This design comes from an exercise in tuning for small area, a short achievable clock period and few clock cycles on the open sky130 flow, not from production work. The RTL was checked by simulation tests, not by an equivalence proof against the original design.

### config.mk
export PLATFORM = sky130hd
export DESIGN_NAME = MDU
export DESIGN_NICKNAME = MDU
export VERILOG_FILES = /design/flow/design.v
export SDC_FILE = /design/flow/constraint.sdc
export NUM_CORES = 4
export LEC_CHECK = 0
export ABC_CLOCK_PERIOD_IN_PS = 4000
export CAP_MARGIN = 20
export CORE_MARGIN = 2
export CORE_UTILIZATION = 40
export SLEW_MARGIN = 20
### constraint.sdc
create_clock -name core_clock -period 13.0 [get_ports {clock}]
set_input_delay 2.6000 -clock core_clock [delete_from_list [all_inputs] [get_ports {clock}]]
set_output_delay 2.6000 -clock core_clock [all_outputs]
set_load 0.01 [all_outputs]
### design.v
module Multiplier(
  input  [65:0] s, c,
  input  [66:0] r0, r1, r2, r3,
  input  [3:0]  ng,
  output [73:0] so, co
);
  wire x0 = c[0] ^ s[0] ^ ng[0];
  wire y0 = (c[0] & s[0]) | (c[0] & ng[0]) | (s[0] & ng[0]);
  wire x1 = c[1] ^ s[1] ^ y0;
  wire y1 = (c[1] & s[1]) | (c[1] & y0) | (s[1] & y0);
  wire x2 = c[2] ^ s[2] ^ ng[1];
  wire y2 = (c[2] & s[2]) | (c[2] & ng[1]) | (s[2] & ng[1]);
  wire x3 = r0[2] ^ r1[0] ^ x2;
  wire y3 = (r0[2] & r1[0]) | (r0[2] & x2) | (r1[0] & x2);
  wire x4 = c[3] ^ s[3] ^ y2;
  wire y4 = (c[3] & s[3]) | (c[3] & y2) | (s[3] & y2);
  wire x5 = r0[3] ^ r1[1] ^ y3;
  wire y5 = (r0[3] & r1[1]) | (r0[3] & y3) | (r1[1] & y3);
  wire x6 = c[4] ^ s[4] ^ ng[2];
  wire y6 = (c[4] & s[4]) | (c[4] & ng[2]) | (s[4] & ng[2]);
  wire x7 = r0[4] ^ r1[2] ^ r2[0];
  wire y7 = (r0[4] & r1[2]) | (r0[4] & r2[0]) | (r1[2] & r2[0]);
  wire x8 = x6 ^ y4 ^ x7;
  wire y8 = (x6 & y4) | (x6 & x7) | (y4 & x7);
  wire x9 = c[5] ^ s[5] ^ y6;
  wire y9 = (c[5] & s[5]) | (c[5] & y6) | (s[5] & y6);
  wire x10 = r0[5] ^ r1[3] ^ r2[1];
  wire y10 = (r0[5] & r1[3]) | (r0[5] & r2[1]) | (r1[3] & r2[1]);
  wire x11 = y7 ^ x9 ^ x10;
  wire y11 = (y7 & x9) | (y7 & x10) | (x9 & x10);
  wire x12 = c[6] ^ s[6] ^ ng[3];
  wire y12 = (c[6] & s[6]) | (c[6] & ng[3]) | (s[6] & ng[3]);
  wire x13 = r0[6] ^ r1[4] ^ r2[2];
  wire y13 = (r0[6] & r1[4]) | (r0[6] & r2[2]) | (r1[4] & r2[2]);
  wire x14 = r3[0] ^ x12 ^ y9;
  wire y14 = (r3[0] & x12) | (r3[0] & y9) | (x12 & y9);
  wire x15 = y10 ^ x13 ^ x14;
  wire y15 = (y10 & x13) | (y10 & x14) | (x13 & x14);
  wire x16 = c[7] ^ s[7] ^ y12;
  wire y16 = (c[7] & s[7]) | (c[7] & y12) | (s[7] & y12);
  wire x17 = r0[7] ^ r1[5] ^ r2[3];
  wire y17 = (r0[7] & r1[5]) | (r0[7] & r2[3]) | (r1[5] & r2[3]);
  wire x18 = r3[1] ^ y13 ^ x16;
  wire y18 = (r3[1] & y13) | (r3[1] & x16) | (y13 & x16);
  wire x19 = x17 ^ y14 ^ x18;
  wire y19 = (x17 & y14) | (x17 & x18) | (y14 & x18);
  wire x20 = c[8] ^ s[8] ^ r0[8];
  wire y20 = (c[8] & s[8]) | (c[8] & r0[8]) | (s[8] & r0[8]);
  wire x21 = r1[6] ^ r2[4] ^ r3[2];
  wire y21 = (r1[6] & r2[4]) | (r1[6] & r3[2]) | (r2[4] & r3[2]);
  wire x22 = y16 ^ y17 ^ x20;
  wire y22 = (y16 & y17) | (y16 & x20) | (y17 & x20);
  wire x23 = x21 ^ y18 ^ x22;
  wire y23 = (x21 & y18) | (x21 & x22) | (y18 & x22);
  wire x24 = c[9] ^ s[9] ^ r0[9];
  wire y24 = (c[9] & s[9]) | (c[9] & r0[9]) | (s[9] & r0[9]);
  wire x25 = r1[7] ^ r2[5] ^ r3[3];
  wire y25 = (r1[7] & r2[5]) | (r1[7] & r3[3]) | (r2[5] & r3[3]);
  wire x26 = y20 ^ y21 ^ x24;
  wire y26 = (y20 & y21) | (y20 & x24) | (y21 & x24);
  wire x27 = x25 ^ y22 ^ x26;
  wire y27 = (x25 & y22) | (x25 & x26) | (y22 & x26);
  wire x28 = c[10] ^ s[10] ^ r0[10];
  wire y28 = (c[10] & s[10]) | (c[10] & r0[10]) | (s[10] & r0[10]);
  wire x29 = r1[8] ^ r2[6] ^ r3[4];
  wire y29 = (r1[8] & r2[6]) | (r1[8] & r3[4]) | (r2[6] & r3[4]);
  wire x30 = y24 ^ y25 ^ x28;
  wire y30 = (y24 & y25) | (y24 & x28) | (y25 & x28);
  wire x31 = x29 ^ y26 ^ x30;
  wire y31 = (x29 & y26) | (x29 & x30) | (y26 & x30);
  wire x32 = c[11] ^ s[11] ^ r0[11];
  wire y32 = (c[11] & s[11]) | (c[11] & r0[11]) | (s[11] & r0[11]);
  wire x33 = r1[9] ^ r2[7] ^ r3[5];
  wire y33 = (r1[9] & r2[7]) | (r1[9] & r3[5]) | (r2[7] & r3[5]);
  wire x34 = y28 ^ y29 ^ x32;
  wire y34 = (y28 & y29) | (y28 & x32) | (y29 & x32);
  wire x35 = x33 ^ y30 ^ x34;
  wire y35 = (x33 & y30) | (x33 & x34) | (y30 & x34);
  wire x36 = c[12] ^ s[12] ^ r0[12];
  wire y36 = (c[12] & s[12]) | (c[12] & r0[12]) | (s[12] & r0[12]);
  wire x37 = r1[10] ^ r2[8] ^ r3[6];
  wire y37 = (r1[10] & r2[8]) | (r1[10] & r3[6]) | (r2[8] & r3[6]);
  wire x38 = y32 ^ y33 ^ x36;
  wire y38 = (y32 & y33) | (y32 & x36) | (y33 & x36);
  wire x39 = x37 ^ y34 ^ x38;
  wire y39 = (x37 & y34) | (x37 & x38) | (y34 & x38);
  wire x40 = c[13] ^ s[13] ^ r0[13];
  wire y40 = (c[13] & s[13]) | (c[13] & r0[13]) | (s[13] & r0[13]);
  wire x41 = r1[11] ^ r2[9] ^ r3[7];
  wire y41 = (r1[11] & r2[9]) | (r1[11] & r3[7]) | (r2[9] & r3[7]);
  wire x42 = y36 ^ y37 ^ x40;
  wire y42 = (y36 & y37) | (y36 & x40) | (y37 & x40);
  wire x43 = x41 ^ y38 ^ x42;
  wire y43 = (x41 & y38) | (x41 & x42) | (y38 & x42);
  wire x44 = c[14] ^ s[14] ^ r0[14];
  wire y44 = (c[14] & s[14]) | (c[14] & r0[14]) | (s[14] & r0[14]);
  wire x45 = r1[12] ^ r2[10] ^ r3[8];
  wire y45 = (r1[12] & r2[10]) | (r1[12] & r3[8]) | (r2[10] & r3[8]);
  wire x46 = y40 ^ y41 ^ x44;
  wire y46 = (y40 & y41) | (y40 & x44) | (y41 & x44);
  wire x47 = x45 ^ y42 ^ x46;
  wire y47 = (x45 & y42) | (x45 & x46) | (y42 & x46);
  wire x48 = c[15] ^ s[15] ^ r0[15];
  wire y48 = (c[15] & s[15]) | (c[15] & r0[15]) | (s[15] & r0[15]);
  wire x49 = r1[13] ^ r2[11] ^ r3[9];
  wire y49 = (r1[13] & r2[11]) | (r1[13] & r3[9]) | (r2[11] & r3[9]);
  wire x50 = y44 ^ y45 ^ x48;
  wire y50 = (y44 & y45) | (y44 & x48) | (y45 & x48);
  wire x51 = x49 ^ y46 ^ x50;
  wire y51 = (x49 & y46) | (x49 & x50) | (y46 & x50);
  wire x52 = c[16] ^ s[16] ^ r0[16];
  wire y52 = (c[16] & s[16]) | (c[16] & r0[16]) | (s[16] & r0[16]);
  wire x53 = r1[14] ^ r2[12] ^ r3[10];
  wire y53 = (r1[14] & r2[12]) | (r1[14] & r3[10]) | (r2[12] & r3[10]);
  wire x54 = y48 ^ y49 ^ x52;
  wire y54 = (y48 & y49) | (y48 & x52) | (y49 & x52);
  wire x55 = x53 ^ y50 ^ x54;
  wire y55 = (x53 & y50) | (x53 & x54) | (y50 & x54);
  wire x56 = c[17] ^ s[17] ^ r0[17];
  wire y56 = (c[17] & s[17]) | (c[17] & r0[17]) | (s[17] & r0[17]);
  wire x57 = r1[15] ^ r2[13] ^ r3[11];
  wire y57 = (r1[15] & r2[13]) | (r1[15] & r3[11]) | (r2[13] & r3[11]);
  wire x58 = y52 ^ y53 ^ x56;
  wire y58 = (y52 & y53) | (y52 & x56) | (y53 & x56);
  wire x59 = x57 ^ y54 ^ x58;
  wire y59 = (x57 & y54) | (x57 & x58) | (y54 & x58);
  wire x60 = c[18] ^ s[18] ^ r0[18];
  wire y60 = (c[18] & s[18]) | (c[18] & r0[18]) | (s[18] & r0[18]);
  wire x61 = r1[16] ^ r2[14] ^ r3[12];
  wire y61 = (r1[16] & r2[14]) | (r1[16] & r3[12]) | (r2[14] & r3[12]);
  wire x62 = y56 ^ y57 ^ x60;
  wire y62 = (y56 & y57) | (y56 & x60) | (y57 & x60);
  wire x63 = x61 ^ y58 ^ x62;
  wire y63 = (x61 & y58) | (x61 & x62) | (y58 & x62);
  wire x64 = c[19] ^ s[19] ^ r0[19];
  wire y64 = (c[19] & s[19]) | (c[19] & r0[19]) | (s[19] & r0[19]);
  wire x65 = r1[17] ^ r2[15] ^ r3[13];
  wire y65 = (r1[17] & r2[15]) | (r1[17] & r3[13]) | (r2[15] & r3[13]);
  wire x66 = y60 ^ y61 ^ x64;
  wire y66 = (y60 & y61) | (y60 & x64) | (y61 & x64);
  wire x67 = x65 ^ y62 ^ x66;
  wire y67 = (x65 & y62) | (x65 & x66) | (y62 & x66);
  wire x68 = c[20] ^ s[20] ^ r0[20];
  wire y68 = (c[20] & s[20]) | (c[20] & r0[20]) | (s[20] & r0[20]);
  wire x69 = r1[18] ^ r2[16] ^ r3[14];
  wire y69 = (r1[18] & r2[16]) | (r1[18] & r3[14]) | (r2[16] & r3[14]);
  wire x70 = y64 ^ y65 ^ x68;
  wire y70 = (y64 & y65) | (y64 & x68) | (y65 & x68);
  wire x71 = x69 ^ y66 ^ x70;
  wire y71 = (x69 & y66) | (x69 & x70) | (y66 & x70);
  wire x72 = c[21] ^ s[21] ^ r0[21];
  wire y72 = (c[21] & s[21]) | (c[21] & r0[21]) | (s[21] & r0[21]);
  wire x73 = r1[19] ^ r2[17] ^ r3[15];
  wire y73 = (r1[19] & r2[17]) | (r1[19] & r3[15]) | (r2[17] & r3[15]);
  wire x74 = y68 ^ y69 ^ x72;
  wire y74 = (y68 & y69) | (y68 & x72) | (y69 & x72);
  wire x75 = x73 ^ y70 ^ x74;
  wire y75 = (x73 & y70) | (x73 & x74) | (y70 & x74);
  wire x76 = c[22] ^ s[22] ^ r0[22];
  wire y76 = (c[22] & s[22]) | (c[22] & r0[22]) | (s[22] & r0[22]);
  wire x77 = r1[20] ^ r2[18] ^ r3[16];
  wire y77 = (r1[20] & r2[18]) | (r1[20] & r3[16]) | (r2[18] & r3[16]);
  wire x78 = y72 ^ y73 ^ x76;
  wire y78 = (y72 & y73) | (y72 & x76) | (y73 & x76);
  wire x79 = x77 ^ y74 ^ x78;
  wire y79 = (x77 & y74) | (x77 & x78) | (y74 & x78);
  wire x80 = c[23] ^ s[23] ^ r0[23];
  wire y80 = (c[23] & s[23]) | (c[23] & r0[23]) | (s[23] & r0[23]);
  wire x81 = r1[21] ^ r2[19] ^ r3[17];
  wire y81 = (r1[21] & r2[19]) | (r1[21] & r3[17]) | (r2[19] & r3[17]);
  wire x82 = y76 ^ y77 ^ x80;
  wire y82 = (y76 & y77) | (y76 & x80) | (y77 & x80);
  wire x83 = x81 ^ y78 ^ x82;
  wire y83 = (x81 & y78) | (x81 & x82) | (y78 & x82);
  wire x84 = c[24] ^ s[24] ^ r0[24];
  wire y84 = (c[24] & s[24]) | (c[24] & r0[24]) | (s[24] & r0[24]);
  wire x85 = r1[22] ^ r2[20] ^ r3[18];
  wire y85 = (r1[22] & r2[20]) | (r1[22] & r3[18]) | (r2[20] & r3[18]);
  wire x86 = y80 ^ y81 ^ x84;
  wire y86 = (y80 & y81) | (y80 & x84) | (y81 & x84);
  wire x87 = x85 ^ y82 ^ x86;
  wire y87 = (x85 & y82) | (x85 & x86) | (y82 & x86);
  wire x88 = c[25] ^ s[25] ^ r0[25];
  wire y88 = (c[25] & s[25]) | (c[25] & r0[25]) | (s[25] & r0[25]);
  wire x89 = r1[23] ^ r2[21] ^ r3[19];
  wire y89 = (r1[23] & r2[21]) | (r1[23] & r3[19]) | (r2[21] & r3[19]);
  wire x90 = y84 ^ y85 ^ x88;
  wire y90 = (y84 & y85) | (y84 & x88) | (y85 & x88);
  wire x91 = x89 ^ y86 ^ x90;
  wire y91 = (x89 & y86) | (x89 & x90) | (y86 & x90);
  wire x92 = c[26] ^ s[26] ^ r0[26];
  wire y92 = (c[26] & s[26]) | (c[26] & r0[26]) | (s[26] & r0[26]);
  wire x93 = r1[24] ^ r2[22] ^ r3[20];
  wire y93 = (r1[24] & r2[22]) | (r1[24] & r3[20]) | (r2[22] & r3[20]);
  wire x94 = y88 ^ y89 ^ x92;
  wire y94 = (y88 & y89) | (y88 & x92) | (y89 & x92);
  wire x95 = x93 ^ y90 ^ x94;
  wire y95 = (x93 & y90) | (x93 & x94) | (y90 & x94);
  wire x96 = c[27] ^ s[27] ^ r0[27];
  wire y96 = (c[27] & s[27]) | (c[27] & r0[27]) | (s[27] & r0[27]);
  wire x97 = r1[25] ^ r2[23] ^ r3[21];
  wire y97 = (r1[25] & r2[23]) | (r1[25] & r3[21]) | (r2[23] & r3[21]);
  wire x98 = y92 ^ y93 ^ x96;
  wire y98 = (y92 & y93) | (y92 & x96) | (y93 & x96);
  wire x99 = x97 ^ y94 ^ x98;
  wire y99 = (x97 & y94) | (x97 & x98) | (y94 & x98);
  wire x100 = c[28] ^ s[28] ^ r0[28];
  wire y100 = (c[28] & s[28]) | (c[28] & r0[28]) | (s[28] & r0[28]);
  wire x101 = r1[26] ^ r2[24] ^ r3[22];
  wire y101 = (r1[26] & r2[24]) | (r1[26] & r3[22]) | (r2[24] & r3[22]);
  wire x102 = y96 ^ y97 ^ x100;
  wire y102 = (y96 & y97) | (y96 & x100) | (y97 & x100);
  wire x103 = x101 ^ y98 ^ x102;
  wire y103 = (x101 & y98) | (x101 & x102) | (y98 & x102);
  wire x104 = c[29] ^ s[29] ^ r0[29];
  wire y104 = (c[29] & s[29]) | (c[29] & r0[29]) | (s[29] & r0[29]);
  wire x105 = r1[27] ^ r2[25] ^ r3[23];
  wire y105 = (r1[27] & r2[25]) | (r1[27] & r3[23]) | (r2[25] & r3[23]);
  wire x106 = y100 ^ y101 ^ x104;
  wire y106 = (y100 & y101) | (y100 & x104) | (y101 & x104);
  wire x107 = x105 ^ y102 ^ x106;
  wire y107 = (x105 & y102) | (x105 & x106) | (y102 & x106);
  wire x108 = c[30] ^ s[30] ^ r0[30];
  wire y108 = (c[30] & s[30]) | (c[30] & r0[30]) | (s[30] & r0[30]);
  wire x109 = r1[28] ^ r2[26] ^ r3[24];
  wire y109 = (r1[28] & r2[26]) | (r1[28] & r3[24]) | (r2[26] & r3[24]);
  wire x110 = y104 ^ y105 ^ x108;
  wire y110 = (y104 & y105) | (y104 & x108) | (y105 & x108);
  wire x111 = x109 ^ y106 ^ x110;
  wire y111 = (x109 & y106) | (x109 & x110) | (y106 & x110);
  wire x112 = c[31] ^ s[31] ^ r0[31];
  wire y112 = (c[31] & s[31]) | (c[31] & r0[31]) | (s[31] & r0[31]);
  wire x113 = r1[29] ^ r2[27] ^ r3[25];
  wire y113 = (r1[29] & r2[27]) | (r1[29] & r3[25]) | (r2[27] & r3[25]);
  wire x114 = y108 ^ y109 ^ x112;
  wire y114 = (y108 & y109) | (y108 & x112) | (y109 & x112);
  wire x115 = x113 ^ y110 ^ x114;
  wire y115 = (x113 & y110) | (x113 & x114) | (y110 & x114);
  wire x116 = c[32] ^ s[32] ^ r0[32];
  wire y116 = (c[32] & s[32]) | (c[32] & r0[32]) | (s[32] & r0[32]);
  wire x117 = r1[30] ^ r2[28] ^ r3[26];
  wire y117 = (r1[30] & r2[28]) | (r1[30] & r3[26]) | (r2[28] & r3[26]);
  wire x118 = y112 ^ y113 ^ x116;
  wire y118 = (y112 & y113) | (y112 & x116) | (y113 & x116);
  wire x119 = x117 ^ y114 ^ x118;
  wire y119 = (x117 & y114) | (x117 & x118) | (y114 & x118);
  wire x120 = c[33] ^ s[33] ^ r0[33];
  wire y120 = (c[33] & s[33]) | (c[33] & r0[33]) | (s[33] & r0[33]);
  wire x121 = r1[31] ^ r2[29] ^ r3[27];
  wire y121 = (r1[31] & r2[29]) | (r1[31] & r3[27]) | (r2[29] & r3[27]);
  wire x122 = y116 ^ y117 ^ x120;
  wire y122 = (y116 & y117) | (y116 & x120) | (y117 & x120);
  wire x123 = x121 ^ y118 ^ x122;
  wire y123 = (x121 & y118) | (x121 & x122) | (y118 & x122);
  wire x124 = c[34] ^ s[34] ^ r0[34];
  wire y124 = (c[34] & s[34]) | (c[34] & r0[34]) | (s[34] & r0[34]);
  wire x125 = r1[32] ^ r2[30] ^ r3[28];
  wire y125 = (r1[32] & r2[30]) | (r1[32] & r3[28]) | (r2[30] & r3[28]);
  wire x126 = y120 ^ y121 ^ x124;
  wire y126 = (y120 & y121) | (y120 & x124) | (y121 & x124);
  wire x127 = x125 ^ y122 ^ x126;
  wire y127 = (x125 & y122) | (x125 & x126) | (y122 & x126);
  wire x128 = c[35] ^ s[35] ^ r0[35];
  wire y128 = (c[35] & s[35]) | (c[35] & r0[35]) | (s[35] & r0[35]);
  wire x129 = r1[33] ^ r2[31] ^ r3[29];
  wire y129 = (r1[33] & r2[31]) | (r1[33] & r3[29]) | (r2[31] & r3[29]);
  wire x130 = y124 ^ y125 ^ x128;
  wire y130 = (y124 & y125) | (y124 & x128) | (y125 & x128);
  wire x131 = x129 ^ y126 ^ x130;
  wire y131 = (x129 & y126) | (x129 & x130) | (y126 & x130);
  wire x132 = c[36] ^ s[36] ^ r0[36];
  wire y132 = (c[36] & s[36]) | (c[36] & r0[36]) | (s[36] & r0[36]);
  wire x133 = r1[34] ^ r2[32] ^ r3[30];
  wire y133 = (r1[34] & r2[32]) | (r1[34] & r3[30]) | (r2[32] & r3[30]);
  wire x134 = y128 ^ y129 ^ x132;
  wire y134 = (y128 & y129) | (y128 & x132) | (y129 & x132);
  wire x135 = x133 ^ y130 ^ x134;
  wire y135 = (x133 & y130) | (x133 & x134) | (y130 & x134);
  wire x136 = c[37] ^ s[37] ^ r0[37];
  wire y136 = (c[37] & s[37]) | (c[37] & r0[37]) | (s[37] & r0[37]);
  wire x137 = r1[35] ^ r2[33] ^ r3[31];
  wire y137 = (r1[35] & r2[33]) | (r1[35] & r3[31]) | (r2[33] & r3[31]);
  wire x138 = y132 ^ y133 ^ x136;
  wire y138 = (y132 & y133) | (y132 & x136) | (y133 & x136);
  wire x139 = x137 ^ y134 ^ x138;
  wire y139 = (x137 & y134) | (x137 & x138) | (y134 & x138);
  wire x140 = c[38] ^ s[38] ^ r0[38];
  wire y140 = (c[38] & s[38]) | (c[38] & r0[38]) | (s[38] & r0[38]);
  wire x141 = r1[36] ^ r2[34] ^ r3[32];
  wire y141 = (r1[36] & r2[34]) | (r1[36] & r3[32]) | (r2[34] & r3[32]);
  wire x142 = y136 ^ y137 ^ x140;
  wire y142 = (y136 & y137) | (y136 & x140) | (y137 & x140);
  wire x143 = x141 ^ y138 ^ x142;
  wire y143 = (x141 & y138) | (x141 & x142) | (y138 & x142);
  wire x144 = c[39] ^ s[39] ^ r0[39];
  wire y144 = (c[39] & s[39]) | (c[39] & r0[39]) | (s[39] & r0[39]);
  wire x145 = r1[37] ^ r2[35] ^ r3[33];
  wire y145 = (r1[37] & r2[35]) | (r1[37] & r3[33]) | (r2[35] & r3[33]);
  wire x146 = y140 ^ y141 ^ x144;
  wire y146 = (y140 & y141) | (y140 & x144) | (y141 & x144);
  wire x147 = x145 ^ y142 ^ x146;
  wire y147 = (x145 & y142) | (x145 & x146) | (y142 & x146);
  wire x148 = c[40] ^ s[40] ^ r0[40];
  wire y148 = (c[40] & s[40]) | (c[40] & r0[40]) | (s[40] & r0[40]);
  wire x149 = r1[38] ^ r2[36] ^ r3[34];
  wire y149 = (r1[38] & r2[36]) | (r1[38] & r3[34]) | (r2[36] & r3[34]);
  wire x150 = y144 ^ y145 ^ x148;
  wire y150 = (y144 & y145) | (y144 & x148) | (y145 & x148);
  wire x151 = x149 ^ y146 ^ x150;
  wire y151 = (x149 & y146) | (x149 & x150) | (y146 & x150);
  wire x152 = c[41] ^ s[41] ^ r0[41];
  wire y152 = (c[41] & s[41]) | (c[41] & r0[41]) | (s[41] & r0[41]);
  wire x153 = r1[39] ^ r2[37] ^ r3[35];
  wire y153 = (r1[39] & r2[37]) | (r1[39] & r3[35]) | (r2[37] & r3[35]);
  wire x154 = y148 ^ y149 ^ x152;
  wire y154 = (y148 & y149) | (y148 & x152) | (y149 & x152);
  wire x155 = x153 ^ y150 ^ x154;
  wire y155 = (x153 & y150) | (x153 & x154) | (y150 & x154);
  wire x156 = c[42] ^ s[42] ^ r0[42];
  wire y156 = (c[42] & s[42]) | (c[42] & r0[42]) | (s[42] & r0[42]);
  wire x157 = r1[40] ^ r2[38] ^ r3[36];
  wire y157 = (r1[40] & r2[38]) | (r1[40] & r3[36]) | (r2[38] & r3[36]);
  wire x158 = y152 ^ y153 ^ x156;
  wire y158 = (y152 & y153) | (y152 & x156) | (y153 & x156);
  wire x159 = x157 ^ y154 ^ x158;
  wire y159 = (x157 & y154) | (x157 & x158) | (y154 & x158);
  wire x160 = c[43] ^ s[43] ^ r0[43];
  wire y160 = (c[43] & s[43]) | (c[43] & r0[43]) | (s[43] & r0[43]);
  wire x161 = r1[41] ^ r2[39] ^ r3[37];
  wire y161 = (r1[41] & r2[39]) | (r1[41] & r3[37]) | (r2[39] & r3[37]);
  wire x162 = y156 ^ y157 ^ x160;
  wire y162 = (y156 & y157) | (y156 & x160) | (y157 & x160);
  wire x163 = x161 ^ y158 ^ x162;
  wire y163 = (x161 & y158) | (x161 & x162) | (y158 & x162);
  wire x164 = c[44] ^ s[44] ^ r0[44];
  wire y164 = (c[44] & s[44]) | (c[44] & r0[44]) | (s[44] & r0[44]);
  wire x165 = r1[42] ^ r2[40] ^ r3[38];
  wire y165 = (r1[42] & r2[40]) | (r1[42] & r3[38]) | (r2[40] & r3[38]);
  wire x166 = y160 ^ y161 ^ x164;
  wire y166 = (y160 & y161) | (y160 & x164) | (y161 & x164);
  wire x167 = x165 ^ y162 ^ x166;
  wire y167 = (x165 & y162) | (x165 & x166) | (y162 & x166);
  wire x168 = c[45] ^ s[45] ^ r0[45];
  wire y168 = (c[45] & s[45]) | (c[45] & r0[45]) | (s[45] & r0[45]);
  wire x169 = r1[43] ^ r2[41] ^ r3[39];
  wire y169 = (r1[43] & r2[41]) | (r1[43] & r3[39]) | (r2[41] & r3[39]);
  wire x170 = y164 ^ y165 ^ x168;
  wire y170 = (y164 & y165) | (y164 & x168) | (y165 & x168);
  wire x171 = x169 ^ y166 ^ x170;
  wire y171 = (x169 & y166) | (x169 & x170) | (y166 & x170);
  wire x172 = c[46] ^ s[46] ^ r0[46];
  wire y172 = (c[46] & s[46]) | (c[46] & r0[46]) | (s[46] & r0[46]);
  wire x173 = r1[44] ^ r2[42] ^ r3[40];
  wire y173 = (r1[44] & r2[42]) | (r1[44] & r3[40]) | (r2[42] & r3[40]);
  wire x174 = y168 ^ y169 ^ x172;
  wire y174 = (y168 & y169) | (y168 & x172) | (y169 & x172);
  wire x175 = x173 ^ y170 ^ x174;
  wire y175 = (x173 & y170) | (x173 & x174) | (y170 & x174);
  wire x176 = c[47] ^ s[47] ^ r0[47];
  wire y176 = (c[47] & s[47]) | (c[47] & r0[47]) | (s[47] & r0[47]);
  wire x177 = r1[45] ^ r2[43] ^ r3[41];
  wire y177 = (r1[45] & r2[43]) | (r1[45] & r3[41]) | (r2[43] & r3[41]);
  wire x178 = y172 ^ y173 ^ x176;
  wire y178 = (y172 & y173) | (y172 & x176) | (y173 & x176);
  wire x179 = x177 ^ y174 ^ x178;
  wire y179 = (x177 & y174) | (x177 & x178) | (y174 & x178);
  wire x180 = c[48] ^ s[48] ^ r0[48];
  wire y180 = (c[48] & s[48]) | (c[48] & r0[48]) | (s[48] & r0[48]);
  wire x181 = r1[46] ^ r2[44] ^ r3[42];
  wire y181 = (r1[46] & r2[44]) | (r1[46] & r3[42]) | (r2[44] & r3[42]);
  wire x182 = y176 ^ y177 ^ x180;
  wire y182 = (y176 & y177) | (y176 & x180) | (y177 & x180);
  wire x183 = x181 ^ y178 ^ x182;
  wire y183 = (x181 & y178) | (x181 & x182) | (y178 & x182);
  wire x184 = c[49] ^ s[49] ^ r0[49];
  wire y184 = (c[49] & s[49]) | (c[49] & r0[49]) | (s[49] & r0[49]);
  wire x185 = r1[47] ^ r2[45] ^ r3[43];
  wire y185 = (r1[47] & r2[45]) | (r1[47] & r3[43]) | (r2[45] & r3[43]);
  wire x186 = y180 ^ y181 ^ x184;
  wire y186 = (y180 & y181) | (y180 & x184) | (y181 & x184);
  wire x187 = x185 ^ y182 ^ x186;
  wire y187 = (x185 & y182) | (x185 & x186) | (y182 & x186);
  wire x188 = c[50] ^ s[50] ^ r0[50];
  wire y188 = (c[50] & s[50]) | (c[50] & r0[50]) | (s[50] & r0[50]);
  wire x189 = r1[48] ^ r2[46] ^ r3[44];
  wire y189 = (r1[48] & r2[46]) | (r1[48] & r3[44]) | (r2[46] & r3[44]);
  wire x190 = y184 ^ y185 ^ x188;
  wire y190 = (y184 & y185) | (y184 & x188) | (y185 & x188);
  wire x191 = x189 ^ y186 ^ x190;
  wire y191 = (x189 & y186) | (x189 & x190) | (y186 & x190);
  wire x192 = c[51] ^ s[51] ^ r0[51];
  wire y192 = (c[51] & s[51]) | (c[51] & r0[51]) | (s[51] & r0[51]);
  wire x193 = r1[49] ^ r2[47] ^ r3[45];
  wire y193 = (r1[49] & r2[47]) | (r1[49] & r3[45]) | (r2[47] & r3[45]);
  wire x194 = y188 ^ y189 ^ x192;
  wire y194 = (y188 & y189) | (y188 & x192) | (y189 & x192);
  wire x195 = x193 ^ y190 ^ x194;
  wire y195 = (x193 & y190) | (x193 & x194) | (y190 & x194);
  wire x196 = c[52] ^ s[52] ^ r0[52];
  wire y196 = (c[52] & s[52]) | (c[52] & r0[52]) | (s[52] & r0[52]);
  wire x197 = r1[50] ^ r2[48] ^ r3[46];
  wire y197 = (r1[50] & r2[48]) | (r1[50] & r3[46]) | (r2[48] & r3[46]);
  wire x198 = y192 ^ y193 ^ x196;
  wire y198 = (y192 & y193) | (y192 & x196) | (y193 & x196);
  wire x199 = x197 ^ y194 ^ x198;
  wire y199 = (x197 & y194) | (x197 & x198) | (y194 & x198);
  wire x200 = c[53] ^ s[53] ^ r0[53];
  wire y200 = (c[53] & s[53]) | (c[53] & r0[53]) | (s[53] & r0[53]);
  wire x201 = r1[51] ^ r2[49] ^ r3[47];
  wire y201 = (r1[51] & r2[49]) | (r1[51] & r3[47]) | (r2[49] & r3[47]);
  wire x202 = y196 ^ y197 ^ x200;
  wire y202 = (y196 & y197) | (y196 & x200) | (y197 & x200);
  wire x203 = x201 ^ y198 ^ x202;
  wire y203 = (x201 & y198) | (x201 & x202) | (y198 & x202);
  wire x204 = c[54] ^ s[54] ^ r0[54];
  wire y204 = (c[54] & s[54]) | (c[54] & r0[54]) | (s[54] & r0[54]);
  wire x205 = r1[52] ^ r2[50] ^ r3[48];
  wire y205 = (r1[52] & r2[50]) | (r1[52] & r3[48]) | (r2[50] & r3[48]);
  wire x206 = y200 ^ y201 ^ x204;
  wire y206 = (y200 & y201) | (y200 & x204) | (y201 & x204);
  wire x207 = x205 ^ y202 ^ x206;
  wire y207 = (x205 & y202) | (x205 & x206) | (y202 & x206);
  wire x208 = c[55] ^ s[55] ^ r0[55];
  wire y208 = (c[55] & s[55]) | (c[55] & r0[55]) | (s[55] & r0[55]);
  wire x209 = r1[53] ^ r2[51] ^ r3[49];
  wire y209 = (r1[53] & r2[51]) | (r1[53] & r3[49]) | (r2[51] & r3[49]);
  wire x210 = y204 ^ y205 ^ x208;
  wire y210 = (y204 & y205) | (y204 & x208) | (y205 & x208);
  wire x211 = x209 ^ y206 ^ x210;
  wire y211 = (x209 & y206) | (x209 & x210) | (y206 & x210);
  wire x212 = c[56] ^ s[56] ^ r0[56];
  wire y212 = (c[56] & s[56]) | (c[56] & r0[56]) | (s[56] & r0[56]);
  wire x213 = r1[54] ^ r2[52] ^ r3[50];
  wire y213 = (r1[54] & r2[52]) | (r1[54] & r3[50]) | (r2[52] & r3[50]);
  wire x214 = y208 ^ y209 ^ x212;
  wire y214 = (y208 & y209) | (y208 & x212) | (y209 & x212);
  wire x215 = x213 ^ y210 ^ x214;
  wire y215 = (x213 & y210) | (x213 & x214) | (y210 & x214);
  wire x216 = c[57] ^ s[57] ^ r0[57];
  wire y216 = (c[57] & s[57]) | (c[57] & r0[57]) | (s[57] & r0[57]);
  wire x217 = r1[55] ^ r2[53] ^ r3[51];
  wire y217 = (r1[55] & r2[53]) | (r1[55] & r3[51]) | (r2[53] & r3[51]);
  wire x218 = y212 ^ y213 ^ x216;
  wire y218 = (y212 & y213) | (y212 & x216) | (y213 & x216);
  wire x219 = x217 ^ y214 ^ x218;
  wire y219 = (x217 & y214) | (x217 & x218) | (y214 & x218);
  wire x220 = c[58] ^ s[58] ^ r0[58];
  wire y220 = (c[58] & s[58]) | (c[58] & r0[58]) | (s[58] & r0[58]);
  wire x221 = r1[56] ^ r2[54] ^ r3[52];
  wire y221 = (r1[56] & r2[54]) | (r1[56] & r3[52]) | (r2[54] & r3[52]);
  wire x222 = y216 ^ y217 ^ x220;
  wire y222 = (y216 & y217) | (y216 & x220) | (y217 & x220);
  wire x223 = x221 ^ y218 ^ x222;
  wire y223 = (x221 & y218) | (x221 & x222) | (y218 & x222);
  wire x224 = c[59] ^ s[59] ^ r0[59];
  wire y224 = (c[59] & s[59]) | (c[59] & r0[59]) | (s[59] & r0[59]);
  wire x225 = r1[57] ^ r2[55] ^ r3[53];
  wire y225 = (r1[57] & r2[55]) | (r1[57] & r3[53]) | (r2[55] & r3[53]);
  wire x226 = y220 ^ y221 ^ x224;
  wire y226 = (y220 & y221) | (y220 & x224) | (y221 & x224);
  wire x227 = x225 ^ y222 ^ x226;
  wire y227 = (x225 & y222) | (x225 & x226) | (y222 & x226);
  wire x228 = c[60] ^ s[60] ^ r0[60];
  wire y228 = (c[60] & s[60]) | (c[60] & r0[60]) | (s[60] & r0[60]);
  wire x229 = r1[58] ^ r2[56] ^ r3[54];
  wire y229 = (r1[58] & r2[56]) | (r1[58] & r3[54]) | (r2[56] & r3[54]);
  wire x230 = y224 ^ y225 ^ x228;
  wire y230 = (y224 & y225) | (y224 & x228) | (y225 & x228);
  wire x231 = x229 ^ y226 ^ x230;
  wire y231 = (x229 & y226) | (x229 & x230) | (y226 & x230);
  wire x232 = c[61] ^ s[61] ^ r0[61];
  wire y232 = (c[61] & s[61]) | (c[61] & r0[61]) | (s[61] & r0[61]);
  wire x233 = r1[59] ^ r2[57] ^ r3[55];
  wire y233 = (r1[59] & r2[57]) | (r1[59] & r3[55]) | (r2[57] & r3[55]);
  wire x234 = y228 ^ y229 ^ x232;
  wire y234 = (y228 & y229) | (y228 & x232) | (y229 & x232);
  wire x235 = x233 ^ y230 ^ x234;
  wire y235 = (x233 & y230) | (x233 & x234) | (y230 & x234);
  wire x236 = c[62] ^ s[62] ^ r0[62];
  wire y236 = (c[62] & s[62]) | (c[62] & r0[62]) | (s[62] & r0[62]);
  wire x237 = r1[60] ^ r2[58] ^ r3[56];
  wire y237 = (r1[60] & r2[58]) | (r1[60] & r3[56]) | (r2[58] & r3[56]);
  wire x238 = y232 ^ y233 ^ x236;
  wire y238 = (y232 & y233) | (y232 & x236) | (y233 & x236);
  wire x239 = x237 ^ y234 ^ x238;
  wire y239 = (x237 & y234) | (x237 & x238) | (y234 & x238);
  wire x240 = c[63] ^ s[63] ^ r0[63];
  wire y240 = (c[63] & s[63]) | (c[63] & r0[63]) | (s[63] & r0[63]);
  wire x241 = r1[61] ^ r2[59] ^ r3[57];
  wire y241 = (r1[61] & r2[59]) | (r1[61] & r3[57]) | (r2[59] & r3[57]);
  wire x242 = y236 ^ y237 ^ x240;
  wire y242 = (y236 & y237) | (y236 & x240) | (y237 & x240);
  wire x243 = x241 ^ y238 ^ x242;
  wire y243 = (x241 & y238) | (x241 & x242) | (y238 & x242);
  wire x244 = c[64] ^ s[64] ^ r0[64];
  wire y244 = (c[64] & s[64]) | (c[64] & r0[64]) | (s[64] & r0[64]);
  wire x245 = r1[62] ^ r2[60] ^ r3[58];
  wire y245 = (r1[62] & r2[60]) | (r1[62] & r3[58]) | (r2[60] & r3[58]);
  wire x246 = y240 ^ y241 ^ x244;
  wire y246 = (y240 & y241) | (y240 & x244) | (y241 & x244);
  wire x247 = x245 ^ y242 ^ x246;
  wire y247 = (x245 & y242) | (x245 & x246) | (y242 & x246);
  wire x248 = c[65] ^ s[65] ^ r0[65];
  wire y248 = (c[65] & s[65]) | (c[65] & r0[65]) | (s[65] & r0[65]);
  wire x249 = r1[63] ^ r2[61] ^ r3[59];
  wire y249 = (r1[63] & r2[61]) | (r1[63] & r3[59]) | (r2[61] & r3[59]);
  wire x250 = y244 ^ y245 ^ x248;
  wire y250 = (y244 & y245) | (y244 & x248) | (y245 & x248);
  wire x251 = x249 ^ y246 ^ x250;
  wire y251 = (x249 & y246) | (x249 & x250) | (y246 & x250);
  wire x252 = r0[66] ^ r1[64] ^ r2[62];
  wire y252 = (r0[66] & r1[64]) | (r0[66] & r2[62]) | (r1[64] & r2[62]);
  wire x253 = r3[60] ^ y248 ^ y249;
  wire y253 = (r3[60] & y248) | (r3[60] & y249) | (y248 & y249);
  wire x254 = x252 ^ x253 ^ y250;
  wire y254 = (x252 & x253) | (x252 & y250) | (x253 & y250);
  wire x255 = r1[65] ^ r2[63] ^ r3[61];
  wire y255 = (r1[65] & r2[63]) | (r1[65] & r3[61]) | (r2[63] & r3[61]);
  wire x256 = y252 ^ x255 ^ y253;
  wire y256 = (y252 & x255) | (y252 & y253) | (x255 & y253);
  wire x257 = r1[66] ^ r2[64] ^ r3[62];
  wire y257 = (r1[66] & r2[64]) | (r1[66] & r3[62]) | (r2[64] & r3[62]);
  wire x258 = y255 ^ x257 ^ y256;
  wire y258 = (y255 & x257) | (y255 & y256) | (x257 & y256);
  wire x259 = r2[65] ^ r3[63] ^ y257;
  wire y259 = (r2[65] & r3[63]) | (r2[65] & y257) | (r3[63] & y257);
  wire x260 = r2[66] ^ r3[64] ^ y259;
  wire y260 = (r2[66] & r3[64]) | (r2[66] & y259) | (r3[64] & y259);
  assign so[0] = r0[0];
  assign co[0] = x0;
  assign so[1] = r0[1];
  assign co[1] = x1;
  assign so[2] = y1;
  assign co[2] = x3;
  assign so[3] = x4;
  assign co[3] = x5;
  assign so[4] = y5;
  assign co[4] = x8;
  assign so[5] = y8;
  assign co[5] = x11;
  assign so[6] = y11;
  assign co[6] = x15;
  assign so[7] = y15;
  assign co[7] = x19;
  assign so[8] = y19;
  assign co[8] = x23;
  assign so[9] = y23;
  assign co[9] = x27;
  assign so[10] = y27;
  assign co[10] = x31;
  assign so[11] = y31;
  assign co[11] = x35;
  assign so[12] = y35;
  assign co[12] = x39;
  assign so[13] = y39;
  assign co[13] = x43;
  assign so[14] = y43;
  assign co[14] = x47;
  assign so[15] = y47;
  assign co[15] = x51;
  assign so[16] = y51;
  assign co[16] = x55;
  assign so[17] = y55;
  assign co[17] = x59;
  assign so[18] = y59;
  assign co[18] = x63;
  assign so[19] = y63;
  assign co[19] = x67;
  assign so[20] = y67;
  assign co[20] = x71;
  assign so[21] = y71;
  assign co[21] = x75;
  assign so[22] = y75;
  assign co[22] = x79;
  assign so[23] = y79;
  assign co[23] = x83;
  assign so[24] = y83;
  assign co[24] = x87;
  assign so[25] = y87;
  assign co[25] = x91;
  assign so[26] = y91;
  assign co[26] = x95;
  assign so[27] = y95;
  assign co[27] = x99;
  assign so[28] = y99;
  assign co[28] = x103;
  assign so[29] = y103;
  assign co[29] = x107;
  assign so[30] = y107;
  assign co[30] = x111;
  assign so[31] = y111;
  assign co[31] = x115;
  assign so[32] = y115;
  assign co[32] = x119;
  assign so[33] = y119;
  assign co[33] = x123;
  assign so[34] = y123;
  assign co[34] = x127;
  assign so[35] = y127;
  assign co[35] = x131;
  assign so[36] = y131;
  assign co[36] = x135;
  assign so[37] = y135;
  assign co[37] = x139;
  assign so[38] = y139;
  assign co[38] = x143;
  assign so[39] = y143;
  assign co[39] = x147;
  assign so[40] = y147;
  assign co[40] = x151;
  assign so[41] = y151;
  assign co[41] = x155;
  assign so[42] = y155;
  assign co[42] = x159;
  assign so[43] = y159;
  assign co[43] = x163;
  assign so[44] = y163;
  assign co[44] = x167;
  assign so[45] = y167;
  assign co[45] = x171;
  assign so[46] = y171;
  assign co[46] = x175;
  assign so[47] = y175;
  assign co[47] = x179;
  assign so[48] = y179;
  assign co[48] = x183;
  assign so[49] = y183;
  assign co[49] = x187;
  assign so[50] = y187;
  assign co[50] = x191;
  assign so[51] = y191;
  assign co[51] = x195;
  assign so[52] = y195;
  assign co[52] = x199;
  assign so[53] = y199;
  assign co[53] = x203;
  assign so[54] = y203;
  assign co[54] = x207;
  assign so[55] = y207;
  assign co[55] = x211;
  assign so[56] = y211;
  assign co[56] = x215;
  assign so[57] = y215;
  assign co[57] = x219;
  assign so[58] = y219;
  assign co[58] = x223;
  assign so[59] = y223;
  assign co[59] = x227;
  assign so[60] = y227;
  assign co[60] = x231;
  assign so[61] = y231;
  assign co[61] = x235;
  assign so[62] = y235;
  assign co[62] = x239;
  assign so[63] = y239;
  assign co[63] = x243;
  assign so[64] = y243;
  assign co[64] = x247;
  assign so[65] = y247;
  assign co[65] = x251;
  assign so[66] = x254;
  assign co[66] = y251;
  assign so[67] = x256;
  assign co[67] = y254;
  assign so[68] = x258;
  assign co[68] = 1'b0;
  assign so[69] = x259;
  assign co[69] = y258;
  assign so[70] = x260;
  assign co[70] = 1'b0;
  assign so[71] = r3[65];
  assign co[71] = y260;
  assign so[72] = r3[66];
  assign co[72] = 1'b0;
  assign so[73] = 1'b0;
  assign co[73] = 1'b0;
endmodule
module MDU(
  input         clock,
                reset,
                io_in_valid,
  input  [63:0] io_in_bits_src1,
                io_in_bits_src2,
  input  [6:0]  io_in_bits_func,
  output        io_out_valid,
  output [63:0] io_out_bits
);
  localparam IDLE = 0, MUL = 1, MFIN = 2, PREP = 3, ALIGN = 4, ITER = 5, DFIN = 6,
             MFAST = 7;
  reg  [7:0]  st;
  reg         vld;
  reg  [64:0] A;
  reg  [63:0] B;
  reg  [65:0] S, C;
  reg  [6:0]  cnt;
  reg         cy;       
  reg         fhigh;    
  reg         fword;    
  reg         fsign;    
  reg         frem;     
  reg  [3:0]  bone, btwo, bneg;   
  reg         msa;      
  reg         msb;      
  reg         fsel;     
  reg         finv;     
  reg         fmq;      
  reg         nA, nB;   
  reg         fres;     
  reg         aneg;     
  reg         qneg;     
  assign io_out_valid = vld;
  assign io_out_bits  = C[63:0];
  function automatic [63:0] sext32(input [63:0] x);
    sext32 = {{32{x[31]}}, x[31:0]};
  endfunction
  function automatic [6:0] width64(input [63:0] x);
    reg [63:0]  v, nv;
    reg [383:0] p, np;   
    integer k, i;
    begin
      v = x;
      p = 384'd0;
      for (k = 0; k < 6; k = k + 1) begin
        nv = 64'd0;
        np = 384'd0;
        for (i = 0; i < 32; i = i + 1) begin
          nv[i] = v[2*i+1] | v[2*i];
          np[i*(k+1) +: 7] = v[2*i+1] ? ((p[(2*i+1)*k +: 6] & ((7'd1 << k) - 7'd1)) | (7'd1 << k))
                                      :  (p[(2*i)*k +: 6] & ((7'd1 << k) - 7'd1));
        end
        v = nv;
        p = np;
      end
      width64 = v[0] ? {1'b0, p[5:0]} + 7'd1 : 7'd0;
    end
  endfunction
  wire [3:0]  f      = io_in_bits_func[3:0];
  wire        in_div = f[2];
  wire        in_w   = f[3];
  wire        in_sgn = ~f[0];
  wire [63:0] in_a_div = in_w ? {{32{in_sgn & io_in_bits_src1[31]}}, io_in_bits_src1[31:0]}
                              : io_in_bits_src1;
  wire [63:0] in_b_div = in_w ? {{32{in_sgn & io_in_bits_src2[31]}}, io_in_bits_src2[31:0]}
                              : io_in_bits_src2;
  wire [63:0] in_b_mul = in_w ? sext32(io_in_bits_src2) : io_in_bits_src2;
  function automatic [11:0] booth4(input [8:0] w);
    integer k;
    reg b0, b1, b2;
    begin
      for (k = 0; k < 4; k = k + 1) begin
        b0 = w[2*k]; b1 = w[2*k+1]; b2 = w[2*k+2];
        booth4[k]     = b1 ^ b0;                                 
        booth4[4+k]   = (b2 & ~b1 & ~b0) | (~b2 & b1 & b0);      
        booth4[8+k]   = b2 & ~(b1 & b0);                         
      end
    end
  endfunction
  wire        ninth = fhigh & cnt[3];
  wire [64:0] As    = {msa & A[63], A[63:0]};
  wire [66:0] row [0:3];
  genvar j;
  generate
    for (j = 0; j < 4; j = j + 1) begin : booth
      wire [65:0] m = ({66{bone[j]}} & {As[64], As}) | ({66{btwo[j]}} & {As, 1'b0});
      wire [65:0] x = m ^ {66{bneg[j]}};
      assign row[j] = {~x[65], x};
    end
  endgenerate
  localparam [66:0] NBIAS4 = {5'd0, 62'h2AAA_AAAA_AAAA_AAAB};
  wire [66:0] row1 = ninth ? NBIAS4 : row[1];
  wire [7:0]  hsum  = {1'b0, wA} + {1'b0, wB};
  wire        hfast = fhigh & (cnt == 7'd0) & (hsum <= 8'd62);
  wire [73:0] so, co;
  Multiplier csa (
    .s(S), .c(C), .r0(row[0]), .r1(row1), .r2(row[2]), .r3(row[3]),
    .ng(bneg), .so(so), .co(co)
  );
  wire [8:0]  lowsum = {1'b0, so[7:0]} + {1'b0, co[7:0]} + {8'd0, cy};
  wire        mlast  = fhigh ? ninth : ((&B[63:7]) | ~(|B[63:7]));
  wire        bfill  = fhigh ? (msb & B[63]) : B[63];
  wire [63:0] Bnext  = {{8{bfill}}, B[63:8]};
  wire        p_aneg = nB;
  wire        p_bneg = nA;
  wire [6:0]  wB     = width64(B ^ {64{nB}});
  wire [6:0]  wA     = width64(A[63:0] ^ {64{nA}});
  wire [6:0]  p_wa   = wB + {6'd0, nB};
  wire [6:0]  p_wb   = wA;
  wire [7:0]  p_d    = {1'b0, p_wa} - {1'b0, p_wb};
  wire        p_bz   = ~(|A[63:0]);
  wire        p_q0   = p_d[7];
  wire [65:0] it_sum = S + ({1'b0, A} ^ {66{~S[65]}}) + {65'd0, ~S[65]};
  wire        it_q1  = ~it_sum[65];
  wire [63:0] it_q   = {B[62:0], it_q1};
  wire [63:0] fa_p   = (fsel ? B : S[63:0]) ^ {64{finv}};
  wire [63:0] fa_q   = fmq ? C[63:0] : 64'd0;
  wire        fa_c   = fmq ? cy : finv;
  wire [63:0] fa_sum = fa_p + fa_q + {63'd0, fa_c};
  wire [63:0] c_res = st[ITER] ? it_q : st[PREP] ? (frem ? B : {64{p_bz}}) : fa_sum;
  always @(posedge clock) begin
    if (reset) begin
      st   <= 8'd1 << IDLE;
      vld  <= 1'b0;
      fsel <= 1'b0;
      finv <= 1'b0;
      fmq  <= 1'b0;
    end else begin
      vld  <= 1'b0;
      fsel <= 1'b0;
      finv <= 1'b0;
      fmq  <= 1'b0;
      st   <= 8'd0;
      if (st[IDLE]) begin
        if (io_in_valid & ~vld) begin
          if (in_div) begin
            st[PREP] <= 1'b1;
            fsel     <= 1'b1;
            finv     <= in_sgn & in_a_div[63];
          end else
            st[MUL] <= 1'b1;
        end else
          st[IDLE] <= 1'b1;
      end
      if (st[MUL]) begin
        if (hfast)
          st[MFAST] <= 1'b1;
        else if (mlast) begin
          st[MFIN] <= 1'b1;
          fmq      <= 1'b1;
        end else
          st[MUL] <= 1'b1;
      end
      if (st[MFIN] | st[MFAST]) begin
        vld      <= 1'b1;
        st[IDLE] <= 1'b1;
      end
      if (st[PREP]) begin
        if (p_bz | p_q0) begin
          vld      <= 1'b1;
          st[IDLE] <= 1'b1;
        end else
          st[ALIGN] <= 1'b1;
      end
      if (st[ALIGN]) st[ITER] <= 1'b1;
      if (st[ITER]) begin
        if (cnt == 7'd0) begin
          if (frem | qneg) begin
            st[DFIN] <= 1'b1;
            fsel     <= ~frem;
            finv     <= frem ? aneg : qneg;
          end else begin
            vld      <= 1'b1;
            st[IDLE] <= 1'b1;
          end
        end else
          st[ITER] <= 1'b1;
      end
      if (st[DFIN]) begin
        if (frem & S[65])
          st[DFIN] <= 1'b1;   
        else begin
          vld      <= 1'b1;
          st[IDLE] <= 1'b1;
        end
        fsel <= fsel;
        finv <= finv;
      end
    end
  end
  always @(posedge clock) begin
    S <= {2'b0, fa_sum};
    C <= {2'b0, fword ? sext32(c_res) : c_res};
    B <= Bnext;
    {bneg, btwo, bone} <= booth4(B[15:7]);
    if (st[IDLE]) begin
      cnt   <= 7'd0;
      cy    <= 1'b0;
      S     <= {in_div & ~(in_sgn & in_b_div[63]), 65'd0};
      C     <= 66'd0;
      fword <= in_w;
      fsign <= in_sgn;
      frem  <= f[1];
      fhigh <= ~in_w & (f[1] | f[0]);
      msa   <= f[1] ^ f[0];
      msb   <= ~f[1] & f[0];
      if (in_div) begin
        nA <= in_sgn & in_b_div[63];
        nB <= in_sgn & in_a_div[63];
      end else begin
        nA <= (f[1] ^ f[0]) & io_in_bits_src1[63];
        nB <= ~f[1] & f[0] & io_in_bits_src2[63];
      end
      {bneg, btwo, bone} <= booth4({in_b_mul[7:0], 1'b0});
      if (in_div) begin
        A <= {1'b0, in_b_div};
        B <= in_a_div;
      end else begin
        A <= {1'b0, io_in_bits_src1};
        B <= in_b_mul;
      end
    end
    if (st[MUL]) begin
      if (fhigh & ~ninth) begin
        S  <= so[73:8];
        C  <= co[73:8];
        cy <= lowsum[8];
      end else begin
        S  <= so[65:0];
        C  <= co[65:0];
      end
      if (~fhigh)
        A <= {1'b0, A[55:0], 8'd0};
      fres <= (nA ^ nB) & (|A[63:0]) & (|B);
      cnt <= cnt + 7'd1;
    end
    if (st[DFIN]) S <= it_sum;   
    if (st[MFAST]) C <= {2'b0, {64{fres}}};
    if (st[PREP]) begin
      aneg <= p_aneg;
      qneg <= p_aneg ^ p_bneg;
      cnt  <= p_d[6:0];
      A    <= {1'b0, it_sum[63:0]};
      B    <= 64'd0;
    end
    if (st[ALIGN]) begin
      A <= A << cnt;
      B <= 64'd0;
    end
    if (st[ITER]) begin
      S <= it_sum;
      B <= it_q;
      if (cnt != 7'd0) A <= A >> 1;
      cnt <= cnt - 7'd1;
    end
  end
endmodule
### flow/run.sh
#!/bin/bash
set -euo pipefail
bash standard.sh SETUP_SLACK_MARGIN=8 finish > standard_flow.log 2>&1
### standard.sh
#!/bin/bash
# synth_recipe.tcl (not shown) runs the flow's synth.tcl, then flattens the netlist and writes it again
# the make line also repeats each setting of config.mk as NAME=value (left out here)
make -C /OpenROAD-flow-scripts/flow DESIGN_CONFIG=/design/flow/config.mk WORK_HOME=/design/flow/orfs CLKGATE_MAP_FILE= SYNTH_SCRIPT=/design/flow/synth_recipe.tcl "${@:-finish}"
==> flow_metrics.tcl, run 1 <==
set metrics [dict create \
    layout.cells.non_filler 7632 \
    dp.cells 7507 \
    required_ns 13.52 \
    period_needed_ns 4.99 \
    dpl_cell_area_um2 49600 \
    synthCells 6303 \
    netlist_area_um2 47200 \
    hold_path.class "register to register" \
    fmax_mhz 200 \
    cts_root_buffer "clkbuf_16" \
    synth_common_cells "nand2_1 (732), a21oi_1 (554), clkbuf_1 (481)" \
    cts_tree "done" \
    n_fill_cell 11801 \
    cts_hold_buffers 0 \
    clkLatencyLatePin_ns 0.62 \
    coreArea_um2 117000 \
    yosysTopAreaCell "dfxtp_1" \
    place_hpwl_mm 199 \
    route.vias.total 52710 \
    fin_area_um2 52200 \
    syn_avg_cell_area_um2 7.48 \
    io_buffer_count 199 \
    yosys.cell_count.top_type "nand2_1" \
    final_max_slew_viol_count 0 \
    yosysUniqueCellTypes 96 \
    syn_nets 6874 \
    first_pass_iters 6 \
    ios 203 \
    drtAntennaViolNets 0 \
    dieArea_um2 121000 \
    synth_edf_count 17 \
    path_clk_slew_ns 0.06 \
    cts_sinks 302 \
    grt_pass1_wl_mm 366 \
    skew_ns 0.0260 \
    drt_wl_total_mm 262 \
    tns_ns 0 \
    max_cap_viol_count 0 \
    hold_ws_ns 0.579 \
    layout-drive-gt1-share_pct 9.18 \
    h-tree-depth 2 \
    hold_depth 2 \
    end_kind "register" \
    hold_path_startpoint "A[33]" \
    finalSetupViolations 0 \
    drtIter0Drc 8620 \
    rsz0062_at_grt "yes" \
    grt_max_degree 85 \
    hold_end "A[32]" \
    grt_use_total_pct 41.7 \
    grt_antenna_before_repair 21 \
    start_util_pct 40.5 \
    r2r_cells 21 \
    viasPerCell 6.91 \
    async_flop_share_pct 0 \
    chipWidth_um 347 \
    die_height_um 347 \
    clockBufferDepth 3 \
    post_drt_wl_per_cell_um 34.3 \
    areaGrowthSynthToFinish_pct 10.7 \
    r2r-end "st[1]" \
    synthFlopType "dfxtp_1" \
    synth_warnings 1 \
    rows 125 \
    status "no timing/DRC/antenna violations" \
    r2r_start "B[41]" \
    fin_nets 6641 \
    crit_type "register to register" \
    relSlewSlack_pct 13.2 \
    worstPathMaxFanout 7 \
    cts_inserted_buffers 44 \
    netlist.area_leader.share_pct 12.1 \
    synthTopCellsByArea "dfxtp_1 (12%), fa_1 (11%), xnor2_1 (7.4%), a21oi_1 (5.9%), nand2_1 (5.8%)" \
    grt_pass1_vias 48613 \
    ys_ff_latch 302 \
    r2r_slack_ns 8.01 \
    finalHoldViolations 0 \
    startpoint_type "register" \
    globalplace.congestion 1.08 \
    overflow 0 \
    synth-seq-area-share_pct 13.2 \
    drcViolationCount 0 \
    min_period_over_period_pct 38.4 \
    tightest_slew_ns 1.29 \
    crit_arrival_ns 5.50 \
]
==> cell type report <==
type	count	area, um2	share of cell area [%]
diodes	10	25.0	0.0479
clock buffers	57	1190	2.28
clock inverters	17	284	0.544
inverters	268	1010	1.93
multi-input cells	5039	37600	72.1
flip-flops and latches	302	6320	12.1
well taps	1524	1910	3.65
repair buffers	415	3860	7.39
==> layer usage <==
metal / part of all wire (%) / global-route usage, %
met5: 0.035 / 0
met4: 8.4 / 28.8
met3: 14 / 12.7
met2: 40 / 58.6
met1: 38 / 54.2
==> placed cells by master (no fill, tap or decap), drive strengths merged, types with 62 or more instances in the layout <==
cell type,count
nand2,733
a21oi,554
o21ai,444
xnor2,397
nor2,393
dfxtp,285
a22oi,270
fa,266
inv,264
mux2i,237
buf,213
clkdlybuf4s50,197
ha,167
xor2,130
a21o,120
o221ai,108
and2,101
a221oi,87
nand3,82
nor2b,72
a31oi,67
o22ai,62
==> worst max-delay path by stage <==
stage / endpoint / depth (start not counted) / slack [ns] / start
detailed placement: vld / 22 / 6.81 / nB
floorplan: S[56] / 16 / 8.28 / fsel
global route: vld / 19 / 7.92 / B[42]
finish: st[1] / 21 / 8.01 / B[41]
CTS: st[1] / 21 / 7.91 / A[45]
global placement: vld / 22 / 6.83 / nB
==> flip-flops by register name, summed over array words and instances, names as in the netlist, 4 cells and up <==
name,cells
A,65
B,64
C,66
S,66
bneg,4
bone,4
btwo,4
cnt,7
st,8
==> critical path: stages (launching register included) <==
cell	delay [ns]
dfxtp_2	0.58
nand4_1	0.41
mux2i_1	0.33
and4_4	0.31
nand2b_4	0.12
a31oi_4	0.23
a22oi_2	0.19
ha_1	0.29
xor2_2	0.20
and2b_2	0.28
buf_4	0.15
ha_4	0.23
a21o_1	0.22
nor2_1	0.09
mux2i_1	0.08
o21ai_1	0.18
a31oi_1	0.11
o21bai_1	0.14
a21oi_1	0.09
o2111a_1	0.28
o32a_1	0.30
nor2_1	0.08
==> logic make-up (layout without fill, tap and decap cells) <==
logic type | after synthesis | after routing | synth area share (%)
xor gates and xnor gates | 527 | 527 | 9.79
DFF | 302 | 302 | 13.2
and+or+nand+nor | 1700 | 1700 | 16.5
buffers and inverters | 963 | 757 | 8.33
other | 0 | 10 | 0
muxes | 305 | 305 | 7.87
AOI/OAI and AO/OA | 2073 | 2074 | 28.6
adders and majority gates | 433 | 433 | 15.7
==> timing repair <==
item / 4_1_cts / 5_1_grt
cloned: 2 / 4
pin swaps: 13 / 30
buffers inserted: 12 / 23
endpoints found under the hold margin: 0 / 0
setup endpoints to repair: 93 / 50
gates resized for setup: 81 / 101
==> metrics by stage <==
stage / setup WS (ns) / util, %
2_1_floorplan: 8.28 / -
3_3_place_gp: 6.83 / 42.6
3_5_place_dp: 6.81 / 42.6
4_1_cts: 7.91 / 44.2
5_1_grt: 7.92 / 44.8
6_report: 8.01 / 44.8
Testbench counts, summed over its fixed seeds: cycles 15,713.
==> run 2: changes to the inputs <==
--- a/design.v
+++ b/design.v
@@ -838,5 +838,7 @@
           vld      <= 1'b1;
           st[IDLE] <= 1'b1;
-        end else
+        end else if (p_d[6:0] == 7'd0)
+          st[ITER] <= 1'b1;
+        else
           st[ALIGN] <= 1'b1;
       end
--- a/config.mk
+++ b/config.mk
@@ -6,4 +6,5 @@
 export NUM_CORES = 4
 export LEC_CHECK = 0
+export ABC_AREA = 1
 export ABC_CLOCK_PERIOD_IN_PS = 4000
 export CAP_MARGIN = 20
==> run 2 against run 1 <==
- via count up 20%
- maximum frequency down 3.7%
- non-clock buffer count fell by 25
==> flow_metrics.tcl, run 2 <==
set metrics [dict create \
    status "no timing/DRC/antenna violations" \
    synthCells 8248 \
    ios 203 \
    synthFlopType "dfxtp_1" \
    relSlewSlack_pct 7.05 \
    layout-drive-gt1-share_pct 6.02 \
    yosysTopAreaCell "nand2_1" \
    cts_hold_buffers 0 \
    drcViolationCount 0 \
    layout_common_cells "nand2_1 (2057), inv_1 (922), o21ai_0 (710)" \
    synth-seq-area-share_pct 12.4 \
    route.vias.total 63217 \
    skew_ns 0.0384 \
    io_buffer_count 199 \
    post_drt_wl_per_cell_um 33.4 \
    syn_avg_cell_area_um2 6.05 \
    clkLatencyLatePin_ns 0.68 \
    rsz0062_at_grt "yes" \
    seq_area_um2 6240 \
    drt_wl_total_mm 327 \
    start_util_pct 40.3 \
    netlist_area_um2 49900 \
    required_ns 13.59 \
    dieArea_um2 128000 \
    first_pass_iters 17 \
    min_period_over_period_pct 39.8 \
    crit_arrival_ns 5.77 \
    grt_pass1_vias 56575 \
    h-tree-depth 2 \
    clockBufferDepth 3 \
    syn_nets 8819 \
    grt_max_degree 89 \
    worstPathMaxFanout 59 \
    viasPerCell 6.46 \
    final_max_slew_viol_count 0 \
    max_cap_viol_count 0 \
    place_hpwl_mm 257 \
    synth_common_cells "nand2_1 (2065), inv_1 (936), o21ai_0 (715)" \
    hold_depth 2 \
    startpoint_type "register" \
    globalplace.congestion 1.18 \
    layout.cells.non_filler 9789 \
    cts_root_buffer "clkbuf_16" \
    netlist.area_leader.share_pct 15.5 \
    synth_edf_count 17 \
    hold_path.class "register to register" \
    fmax_mhz 193 \
    cts_inserted_buffers 44 \
    die_height_um 357 \
    dp.cells 9640 \
    crit_type "register to register" \
    drtAntennaViolNets 0 \
    overflow 0 \
    n_fill_cell 13492 \
    end_kind "register" \
    cts_tree "done" \
    period_needed_ns 5.18 \
    rows 129 \
    chipWidth_um 357 \
    coreArea_um2 124000 \
    cts_sinks 302 \
    synthTopCellsByArea "nand2_1 (16%), dfxtp_1 (11%), fa_1 (11%), o21ai_0 (7.2%), inv_1 (7.0%)" \
    path_clk_slew_ns 0.06 \
    finalSetupViolations 0 \
    drtIter0Drc 11435 \
    crit_slowest_cell "o22ai_1" \
    worst_path_largest_cell_delay_ns 0.97 \
    pre_cts_ws_ns 6.99 \
    r2r_cells 14 \
    mostFrequentLayoutCell "nand2_1" \
    grt_use_total_pct 49.1 \
    multi_input_area_um2 37700 \
    crit_top_cell "nand2_1" \
    areaGrowthSynthToFinish_pct 10.0 \
    setup_ws_ns 7.82 \
    yosysUniqueCellTypes 61 \
    grt_antenna_before_repair 34 \
    ys_ff_latch 302 \
    async_flop_share_pct 0 \
    yosys.cell_count.top_type "nand2_1" \
    tightest_slew_ns 1.38 \
    largestRegisters "C x66, S x66, A x65" \
    path_cells "inv_1, nand4_1, nor2_1, nand3_1, nor2_1, nand2_2, nand2_2, buf_4, o21ai_0, o22ai_1, nand2_1, nand3_1, nand2_1, nand2_1" \
    fin_nets 8657 \
    synth_warnings 1 \
    tns_ns 0 \
    grt_pass1_wl_mm 440 \
    finalHoldViolations 0 \
]
## run 2: cell types whose count changed in the layout (fill, tap and decap cells not counted), moves of 79 or more
cell      delta
a21o_1     -110
a22oi_1    -161
and2_1      -87
inv_1      +663
mux2i_1    -211
nand2_1   +1329
nand3_1    +380
nor2_1     +242
o21ai_0    +298
o221ai_1    -79
o22ai_1    +253
xnor2_1    -308
xor2_1     +172
## run 2: metrics by stage
step	utilization [%]	hold slack [ns]	instance area (um2)
final	44.4	0.530	54900
after global routing	44.3	0.555	54900
after CTS	43.9	0.521	54300
after detailed placement	42.5	0.511	52600
after global placement	42.5	0.511	52600
after floorplan	-	0.457	49900
## run 2: timing repair
item | in CTS | in global routing
setup buffers | 3 | 28
cloned | 2 | 3
pin swaps | 1 | 11
endpoints found under the setup margin | 86 | 99
resized for setup | 23 | 57
## run 2: worst paths after layout
path	from	endpoint	slack (ns)
hold / removal	st[6]	st[6]	0.53
setup reg to reg	A[24]	C[11]	7.82
hold reg to reg	st[6]	st[6]	0.53
setup / recovery	A[24]	C[11]	7.82
## run 2: area by class of cell
| cell class | instances | share of cell area (%) |
|---|---|---|
| repair inverters | 2 | 0.0182 |
| repair buffers | 390 | 6.56 |
| well taps | 1637 | 3.73 |
| inverters | 977 | 6.77 |
| clock buffers | 60 | 2.34 |
| multi-input cells | 6369 | 68.6 |
| flip-flops and latches | 302 | 11.4 |
| clock inverters | 20 | 0.526 |
| diodes | 32 | 0.146 |
## run 2: critical path: cells and delay by family, from the launching register on
kind | cells | cell delay [ns]
buf+inv | 2 | 1.49
flops | 1 | 0.58
simple gates | 10 | 1.83
compound gates | 2 | 1.16
## run 2: metal layers
metal / up-vias / global-route usage [%] / part of all wire [%]
li1: 26961 / - / -
met1: 29578 / 58.8 / 36
met2: 5362 / 66.0 / 38
met3: 1284 / 24.7 / 16
met4: 32 / 37.6 / 9.9
met5: - / 2.11 / 0.20
## run 2: kinds of logic after synthesis
logic type | after synthesis | synth area share, %
adder cells (fa/ha/maj) | 433 | 14.8
multiplexers | 22 | 0.441
flip-flops | 302 | 12.4
AND/OR/NAND/NOR | 3459 | 28.8
buffers and inverters | 1577 | 12.7
AO/OA/AOI/OAI | 2066 | 23.9
XOR/XNOR | 389 | 6.82
Testbench counts of run 2, summed over its fixed seeds: cycles 15,629.

==> afterwards: timing with drivers on the ports <==
The results above use ideal ports. As a check the final layouts listed here were re-extracted and re-timed, cells and wires unchanged. Step 1 (the two cells are an assumption about what drives the block):
set clk [get_ports {clock}]
set_driving_cell -lib_cell sky130_fd_sc_hd__clkbuf_16 $clk
set_driving_cell -lib_cell sky130_fd_sc_hd__buf_2 [delete_from_list [all_inputs] $clk]
Step 2 also shifts input and output timing later by t, the mid clock arrival at the registers, as if the neighbouring blocks saw the same clock. Slacks: ideal / step 1 / step 2; pairs: ideal / step 1.
| run | shift t [ns] | slack for setup (ns) | slew at the worst register clock pin (ns) |
|---|---|---|---|
| run 1 | 0.686 | 8.011 / 8.011 / 7.398 | 0.08 / 0.08 |
| run 2 | 0.740 | 7.820 / 7.820 / 7.279 | 0.07 / 0.07 |
After both steps every run listed still meets setup and hold. For run 1, which loses most, drivers alone change the setup slack by 0.000 ns; drivers and shift together by -0.613 ns.
